This design comes from an exercise in tuning for small area, a short achievable clock period and few clock cycles on the open sky130 flow, not from production work.
RTL that was checked went through simulation tests only; none was proved equivalent to the original.
Power is estimated from default activity; no workload was simulated.

==> flow/design.v <==
`timescale 1ns / 1ps
module full_reciprocal(
input logic clk,
input logic rst,  
input logic start,
output logic ready,
input logic [15:0] input0,
output logic [23:0] output0  
);
localparam int FL = 16;           
localparam int XW = FL - 1;       
localparam int KMAX = 1 << (20 - FL);
logic          busy;
logic [XW-1:0] x;      
logic [XW:0]   p;      
logic [19:0]   q;      
logic [19:0]   res;    
assign output0 = {4'b0, res};
logic fast;
assign fast = |input0[15:FL-1];
logic [KMAX+1:8] t;    
always_comb begin
	for (int k = 8; k <= KMAX; k++) t[k] = ({4'b0, input0} <= 20'(524288 / k));
	t[KMAX+1] = 1'b0;
end
logic [19:0] fq;
always_comb begin
	fq = '0;
	for (int k = 8; k <= KMAX; k++)
		if (t[k] & ~t[k+1]) fq = fq | 20'(k);
end
logic [XW-1:0] xi;     
logic [XW:0]   ihi;    
logic [XW-1:0] ilo;    
logic [XW-1:0] imsk;   
logic [XW:0]   p0;
assign xi = input0[XW-1:0];
always_comb begin
	ihi[XW] = 1'b0;
	for (int i = XW-1; i >= 0; i--) ihi[i] = ihi[i+1] | xi[i];
	ilo[0] = 1'b0;
	for (int i = 1; i < XW; i++) ilo[i] = ilo[i-1] | xi[i-1];
	for (int i = 0; i < XW; i++) imsk[i] = ihi[i+1] | (xi[i] & ilo[i]);
	p0 = {imsk, 1'b1} & ~{1'b0, imsk};
end
logic [XW+1:0] diff;
logic          qb;
logic [XW-1:0] r;
assign diff = {1'b0, p} - {2'b0, x};
assign qb   = ~diff[XW+1];
assign r    = qb ? diff[XW-1:0] : p[XW-1:0];
logic done;
assign done = busy & q[19];
always_ff @(posedge clk) begin
	if (!busy) begin
		x <= input0[XW-1:0];
		p <= p0;
		q <= {{(19-XW){1'b0}}, p0};
	end else begin
		p <= {r, 1'b0};
		q <= {q[18:0], qb};
	end
	if (!rst) begin
		if (done)
			res <= {q[18:0], qb};
		else if (!busy && start && fast)
			res <= fq;
	end
	if (rst) begin
		busy  <= 1'b0;
		ready <= 1'b0;
	end else begin
		busy  <= busy ? ~q[19] : start & ~fast;
		ready <= done | (~busy & start & fast);
	end
end
endmodule
Settings: LEC_CHECK=0, CAP_MARGIN=20, CORE_MARGIN=2, CORE_UTILIZATION=40, SETUP_SLACK_MARGIN=5, SLEW_MARGIN=20; clock period 8.0 ns.
run.sh (not shown) runs the stock make flow with config.mk's settings and CLKGATE_MAP_FILE= SYNTH_SCRIPT=/design/flow/synth_recipe.tcl, a recipe that flattens the netlist after the stock synthesis.
The first run passed the timing, design-rule and antenna checks.
Then changed:
--- a/flow/design.v
+++ b/flow/design.v
@@ -27,30 +27,33 @@
 always_comb begin
 	fq = '0;
 	for (int k = 8; k <= KMAX; k++)
 		if (t[k] & ~t[k+1]) fq = fq | 20'(k);
 end
-logic [XW-1:0] xi;     
-logic [XW:0]   ihi;    
-logic [XW-1:0] ilo;    
-logic [XW-1:0] imsk;   
-logic [XW:0]   p0;
-assign xi = input0[XW-1:0];
+logic [XW:0] p0;
 always_comb begin
-	ihi[XW] = 1'b0;
-	for (int i = XW-1; i >= 0; i--) ihi[i] = ihi[i+1] | xi[i];
-	ilo[0] = 1'b0;
-	for (int i = 1; i < XW; i++) ilo[i] = ilo[i-1] | xi[i-1];
-	for (int i = 0; i < XW; i++) imsk[i] = ihi[i+1] | (xi[i] & ilo[i]);
-	p0 = {imsk, 1'b1} & ~{1'b0, imsk};
+	logic any;
+	any = 1'b0;
+	for (int i = XW; i >= 1; i--) begin
+		p0[i] = input0[i-1] & ~any;
+		any = any | input0[i-1];
+	end
+	p0[0] = ~any;
 end
 logic [XW+1:0] diff;
 logic          qb;
 logic [XW-1:0] r;
 assign diff = {1'b0, p} - {2'b0, x};
 assign qb   = ~diff[XW+1];
 assign r    = qb ? diff[XW-1:0] : p[XW-1:0];
+logic        pow2;
+logic [19:0] xrev;
+always_ff @(posedge clk) pow2 <= (x & (x - 1'b1)) == '0;
+always_comb begin
+	xrev = '0;
+	for (int i = 0; i < XW; i++) xrev[19-i] = x[i];
+end
 logic done;
 assign done = busy & q[19];
 always_ff @(posedge clk) begin
 	if (!busy) begin
 		x <= input0[XW-1:0];
@@ -60,11 +63,11 @@
 		p <= {r, 1'b0};
 		q <= {q[18:0], qb};
 	end
 	if (!rst) begin
 		if (done)
-			res <= {q[18:0], qb};
+			res <= pow2 ? xrev : {q[18:0], qb};
 		else if (!busy && start && fast)
 			res <= fq;
 	end
 	if (rst) begin
 		busy  <= 1'b0;
Result: Setup slack improves by 0.15 ns; cell area falls by 9.7%; synthesized area goes down by 0.92%; combinational power decreases by 28%; register-to-register slack got worse by 0.04 ns; global-route usage climbs by 0.59 points; first-iteration DRC count rises by 17%; cell count is lower by 5.3%.
Testbench counts after the change, summed over its fixed seeds: cycles 4,975.
The RTL of the first run of this note was laid out without a check of its function.


Another version of the RTL of full_reciprocal (not shown whole).
Size in the first run: ~510 cells after synthesis, ~75 flip-flops, roughly 44 I/O pins, ~4600 sq um of cells after synthesis.
==> module full_reciprocal, before the edit <==
module full_reciprocal(
input logic clk,
input logic rst,  
input logic start,
output logic ready,
input logic [15:0] input0,
output logic [23:0] output0  
);
localparam int FL = 16;           
localparam int XW = FL - 1;       
localparam int KMAX = 1 << (20 - FL);
logic          busy;   
logic          first;  
logic [15:0]   x;      
logic [XW:0]   p;      
logic [19:0]   q;      
logic [19:0]   res;    
assign output0 = {4'b0, res};
logic          ta_e;    
logic [3:0]    ta_q;    
logic [5:0]    rowa;
logic [16:8]  ta_ge;   
assign rowa = input0[15:10];
always_comb begin
	ta_ge[8] = rowa <= 6'd63;
	ta_ge[9] = rowa <= 6'd55;
	ta_ge[10] = rowa <= 6'd50;
	ta_ge[11] = rowa <= 6'd45;
	ta_ge[12] = rowa <= 6'd41;
	ta_ge[13] = rowa <= 6'd38;
	ta_ge[14] = rowa <= 6'd35;
	ta_ge[15] = rowa <= 6'd33;
	ta_ge[16] = 1'b0;
	ta_q = '0;
	for (int k = 8; k <= 15; k++)
		if (ta_ge[k] & ~ta_ge[k+1]) ta_q = ta_q | 4'(k);
end
assign ta_e = (rowa >= 6'd32) & ~((rowa == 6'd32) | (rowa == 6'd34) | (rowa == 6'd36) | (rowa == 6'd39) | (rowa == 6'd42) | (rowa == 6'd46) | (rowa == 6'd51) | (rowa == 6'd56));
logic fast;
assign fast = |x[15:FL-1];
logic [KMAX+1:8] t;    
always_comb begin
	for (int k = 8; k <= KMAX; k++) t[k] = ({4'b0, x} <= 20'(524288 / k));
	t[KMAX+1] = 1'b0;
end
logic [19:0] fq;
always_comb begin
	fq = '0;
	for (int k = 8; k <= KMAX; k++)
		if (t[k] & ~t[k+1]) fq = fq | 20'(k);
end
logic [XW-1:0] xs;     
logic [XW-1:0] msk;    
logic [XW-1:0] msb;    
assign xs = x[XW-1:0];
always_comb begin
	msk[XW-1] = xs[XW-1];
	for (int i = XW-2; i >= 0; i--) msk[i] = msk[i+1] | xs[i];
	msb = xs & ~(msk >> 1);
end
logic [XW-1:0] r1;
assign r1 = (-xs) & msk;
logic [XW+1:0] diff;
logic          qb;
logic [XW-1:0] r;
assign diff = {1'b0, p} - {2'b0, xs};
assign qb   = ~diff[XW+1];
assign r    = qb ? diff[XW-1:0] : p[XW-1:0];
logic        pow2;
logic [19:0] xrev;
always_ff @(posedge clk) pow2 <= (xs & (xs - 1'b1)) == '0;
always_comb begin
	xrev = '0;
	for (int i = 0; i < XW; i++) xrev[19-i] = xs[i];
end
logic tdone, fdone, sdone;
assign tdone = ~busy & start & ta_e;
assign fdone = first & fast;
assign sdone = busy & ~first & q[19];
always_ff @(posedge clk) begin
	if (!busy)
		x <= input0;
	if (first) begin
		p <= {r1, 1'b0};
		q <= {{(18-XW){1'b0}}, msb, 2'b01};
	end else begin
		p <= {r, 1'b0};
		q <= {q[18:0], qb};
	end
	if (!rst) begin
		if (sdone)
			res <= pow2 ? xrev : {q[18:0], qb};
		else if (fdone)
			res <= fq;
		else if (tdone)
			res <= 20'(ta_q);
	end
	if (rst) begin
		busy  <= 1'b0;
		first <= 1'b0;
		ready <= 1'b0;
	end else begin
		busy  <= busy ? ~(fdone | sdone) : start & ~ta_e;
		first <= ~busy & start & ~ta_e;
		ready <= fdone | sdone | tdone;
	end
end
endmodule
clock: 8.0 ns
lec_check: 0
cap_margin: 20
core_margin: 2
core_utilization: 40
cts_buf_list: sky130_fd_sc_hd__clkbuf_8
slew_margin: 20
standard.sh (not shown) runs the stock make flow with config.mk's settings and CLKGATE_MAP_FILE= SYNTH_SCRIPT=/design/flow/synth_recipe.tcl, a recipe that flattens the netlist after the stock synthesis.
==> flow/flow/run.sh <==
#!/bin/bash
set -euo pipefail
MARGIN=$(cat flow/margin.txt)
bash standard.sh SETUP_SLACK_MARGIN=$MARGIN finish > standard_flow.log 2>&1
==> flow/flow/margin.txt <==
5.5
The starting point passed the timing, design-rule and antenna checks.
Edit:
==> flow/design.v (replaced) <==
`timescale 1ns / 1ps
module full_reciprocal(
input logic clk,
input logic rst,  
input logic start,
output logic ready,
input logic [15:0] input0,
output logic [23:0] output0  
);
localparam int FL = 16;           
localparam int XW = FL - 1;       
localparam int KMAX = 1 << (20 - FL);
logic          busy;   
logic          first;  
logic [15:0]   x;      
logic [XW:0]   p;      
logic [19:0]   q;      
logic [19:0]   res;    
assign output0 = {4'b0, res};
logic fast;
assign fast = |x[15:FL-1];
logic [KMAX+1:8] t;    
always_comb begin
	for (int k = 8; k <= KMAX; k++) t[k] = ({4'b0, x} <= 20'(524288 / k));
	t[KMAX+1] = 1'b0;
end
logic [19:0] fq;
always_comb begin
	fq = '0;
	for (int k = 8; k <= KMAX; k++)
		if (t[k] & ~t[k+1]) fq = fq | 20'(k);
end
logic [XW-1:0] xs;     
logic [XW-1:0] msk;    
logic [XW-1:0] msb;    
assign xs = x[XW-1:0];
always_comb begin
	msk[XW-1] = xs[XW-1];
	for (int i = XW-2; i >= 0; i--) msk[i] = msk[i+1] | xs[i];
	msb = xs & ~(msk >> 1);
end
logic [XW-1:0] r1;
assign r1 = (-xs) & msk;
logic [XW+1:0] diff;
logic          qb;
logic [XW-1:0] r;
assign diff = {1'b0, p} - {2'b0, xs};
assign qb   = ~diff[XW+1];
assign r    = qb ? diff[XW-1:0] : p[XW-1:0];
logic        pow2;
logic [19:0] xrev;
always_ff @(posedge clk) pow2 <= (xs & (xs - 1'b1)) == '0;
always_comb begin
	xrev = '0;
	for (int i = 0; i < XW; i++) xrev[19-i] = xs[i];
end
logic fdone, sdone;
assign fdone = first & fast;
assign sdone = busy & ~first & q[19];
always_ff @(posedge clk) begin
	if (!busy)
		x <= input0;
	if (first) begin
		p <= {r1, 1'b0};
		q <= {{(18-XW){1'b0}}, msb, 2'b01};
	end else begin
		p <= {r, 1'b0};
		q <= {q[18:0], qb};
	end
	if (!rst) begin
		if (sdone)
			res <= pow2 ? xrev : {q[18:0], qb};
		else if (fdone)
			res <= fq;
	end
	if (rst) begin
		busy  <= 1'b0;
		first <= 1'b0;
		ready <= 1'b0;
	end else begin
		busy  <= busy ? ~(fdone | sdone) : start;
		first <= ~busy & start;
		ready <= fdone | sdone;
	end
end
endmodule
The changed run completed without violations.
Sequential cell count stays the same.
Area after synthesis shrinks by 0.32%.
Utilization shrinks by 3.5 points.
Fmax grows by 12%.
Wire length shrinks by 1.2%.
Clock-buffer cell count stays the same.
Total power shrinks by 12%.
Cell count shrinks by 3.6%.
Non-clock buffer count shrinks by 20.
Worst setup slack gains 0.29 ns.
Design area shrinks by 7.2%.
Via count shrinks by 3.9%.
No run of this note included a check of the RTL's function; only the layout flow was run.


full_reciprocal with an RTL version that a note above also has.
For scale: roughly 450 cells after synthesis, roughly 44 I/O pins, roughly 0.0042 mm² of cells after synthesis.
==> module full_reciprocal, before the edit <==
module full_reciprocal(
input logic clk,
input logic rst,  
input logic start,
output logic ready,
input logic [15:0] input0,
output logic [23:0] output0  
);
localparam int FL = 16;           
localparam int XW = FL - 1;       
localparam int KMAX = 1 << (20 - FL);
logic          busy;
logic [XW-1:0] x;      
logic [XW:0]   p;      
logic [19:0]   q;      
logic [19:0]   res;    
assign output0 = {4'b0, res};
logic fast;
assign fast = |input0[15:FL-1];
logic [KMAX+1:8] t;    
always_comb begin
	for (int k = 8; k <= KMAX; k++) t[k] = ({4'b0, input0} <= 20'(524288 / k));
	t[KMAX+1] = 1'b0;
end
logic [19:0] fq;
always_comb begin
	fq = '0;
	for (int k = 8; k <= KMAX; k++)
		if (t[k] & ~t[k+1]) fq = fq | 20'(k);
end
logic [XW:0] p0;
always_comb begin
	logic any;
	any = 1'b0;
	for (int i = XW; i >= 1; i--) begin
		p0[i] = input0[i-1] & ~any;
		any = any | input0[i-1];
	end
	p0[0] = ~any;
end
logic [XW+1:0] diff;
logic          qb;
logic [XW-1:0] r;
assign diff = {1'b0, p} - {2'b0, x};
assign qb   = ~diff[XW+1];
assign r    = qb ? diff[XW-1:0] : p[XW-1:0];
logic        pow2;
logic [19:0] xrev;
always_ff @(posedge clk) pow2 <= (x & (x - 1'b1)) == '0;
always_comb begin
	xrev = '0;
	for (int i = 0; i < XW; i++) xrev[19-i] = x[i];
end
logic done;
assign done = busy & q[19];
always_ff @(posedge clk) begin
	if (!busy) begin
		x <= input0[XW-1:0];
		p <= p0;
		q <= {{(19-XW){1'b0}}, p0};
	end else begin
		p <= {r, 1'b0};
		q <= {q[18:0], qb};
	end
	if (!rst) begin
		if (done)
			res <= pow2 ? xrev : {q[18:0], qb};
		else if (!busy && start && fast)
			res <= fq;
	end
	if (rst) begin
		busy  <= 1'b0;
		ready <= 1'b0;
	end else begin
		busy  <= busy ? ~q[19] : start & ~fast;
		ready <= done | (~busy & start & fast);
	end
end
endmodule
Settings: LEC_CHECK=0, CAP_MARGIN=20, CORE_MARGIN=2, CORE_UTILIZATION=40, CTS_BUF_LIST=sky130_fd_sc_hd__clkbuf_8, SETUP_SLACK_MARGIN=5, SLEW_MARGIN=20; clock period 8.0 ns.
run.sh (not shown) runs the stock make flow with config.mk's settings and CLKGATE_MAP_FILE= SYNTH_SCRIPT=/design/flow/synth_recipe.tcl, a recipe that flattens the netlist after the stock synthesis.
Stock flow here: none of the scripts above is used.
The baseline went through all stages and came out clean.
Testbench counts at the start, summed over its fixed seeds: cycles 4,975.
Change:
--- a/flow/design.v
+++ b/flow/design.v
@@ -8,12 +8,13 @@
 output logic [23:0] output0  
 );
 localparam int FL = 16;           
 localparam int XW = FL - 1;       
 localparam int KMAX = 1 << (20 - FL);
 logic          busy;
+logic          first;  
 logic [XW-1:0] x;      
 logic [XW:0]   p;      
 logic [19:0]   q;      
 logic [19:0]   res;    
 assign output0 = {4'b0, res};
 logic fast;
@@ -25,12 +26,23 @@
 end
 logic [19:0] fq;
 always_comb begin
 	fq = '0;
 	for (int k = 8; k <= KMAX; k++)
 		if (t[k] & ~t[k+1]) fq = fq | 20'(k);
+end
+logic [32:17] c2;      
+always_comb
+	for (int k = 17; k <= 32; k++) c2[k] = ({4'b0, input0} <= 20'(524288 / k));
+logic [33:16] t2;      
+assign t2 = {1'b0, q[15:0], 1'b1};
+logic [19:0] fq2;
+always_comb begin
+	fq2 = '0;
+	for (int k = 16; k <= 32; k++)
+		if (t2[k] & ~t2[k+1]) fq2 = fq2 | 20'(k);
 end
 logic [XW:0] p0;
 always_comb begin
 	logic any;
 	any = 1'b0;
 	for (int i = XW; i >= 1; i--) begin
@@ -49,32 +61,40 @@
 logic [19:0] xrev;
 always_ff @(posedge clk) pow2 <= (x & (x - 1'b1)) == '0;
 always_comb begin
 	xrev = '0;
 	for (int i = 0; i < XW; i++) xrev[19-i] = x[i];
 end
-logic done;
-assign done = busy & q[19];
+logic done, done2;
+assign done  = busy & ~first & q[19];
+assign done2 = busy & x[XW-1];
 always_ff @(posedge clk) begin
 	if (!busy) begin
 		x <= input0[XW-1:0];
 		p <= p0;
-		q <= {{(19-XW){1'b0}}, p0};
+		q <= {4'b0, c2};
+	end else if (first) begin
+		p <= {r, 1'b0};
+		q <= {{(18-XW){1'b0}}, p, qb};
 	end else begin
 		p <= {r, 1'b0};
 		q <= {q[18:0], qb};
 	end
 	if (!rst) begin
-		if (done)
+		if (done2)
+			res <= fq2;
+		else if (done)
 			res <= pow2 ? xrev : {q[18:0], qb};
 		else if (!busy && start && fast)
 			res <= fq;
 	end
 	if (rst) begin
 		busy  <= 1'b0;
+		first <= 1'b0;
 		ready <= 1'b0;
 	end else begin
-		busy  <= busy ? ~q[19] : start & ~fast;
-		ready <= done | (~busy & start & fast);
+		first <= ~busy & start & ~fast;
+		busy  <= busy ? ~(done | done2) : start & ~fast;
+		ready <= done | done2 | (~busy & start & fast);
 	end
 end
 endmodule
Total power rises by a little under a tenth; clock power falls by about a fifth; non-clock buffer count rises by 27; utilization rises by 2.2 points; maximum frequency falls by roughly a tenth; first-iteration DRC count rises by well over a third; routed wire length rises by well over a third; register-to-register slack got worse by 0.22 ns.
No functional check of the RTL was part of the second run of this note.

[what the ideal ports hide]
No port has a modelled driver above. Below, the same layouts with a new extraction and two added sets of constraints.
Step 1 sets driving cells, clkbuf_16 on the clock port and buf_2 on the other inputs (assumed; they add their load-dependent delay and slew).
Step 2 also shifts input and output timing later by t, the mid clock arrival at the registers, as if the neighbouring blocks saw the same clock.
Three values: ideal ports, drivers, drivers and shift; two values: the first two.
run | t (ns) | slack for setup (ns) | worst setup path after step 2
the first run of note 1 | 0.378 | 4.924 / 4.911 / 4.533 | input to register
the second run of note 1 | 0.383 | 5.071 / 5.071 / 4.689 | input to register
the first run of note 2 | 0.391 | 5.216 / 5.200 / 4.809 | input to register
the second run of note 2 | 0.392 | 5.510 / 5.473 / 5.163 | input to register
the first run of note 3 | 0.383 | 5.071 / 5.071 / 4.689 | input to register
the second run of note 3 | 0.382 | 4.674 / 4.662 / 4.280 | input to register
After both steps setup and hold are still met in every run listed. The setup slack of the first run of note 2, which loses most, moves by -0.016 ns with the drivers and by -0.407 ns with both steps.
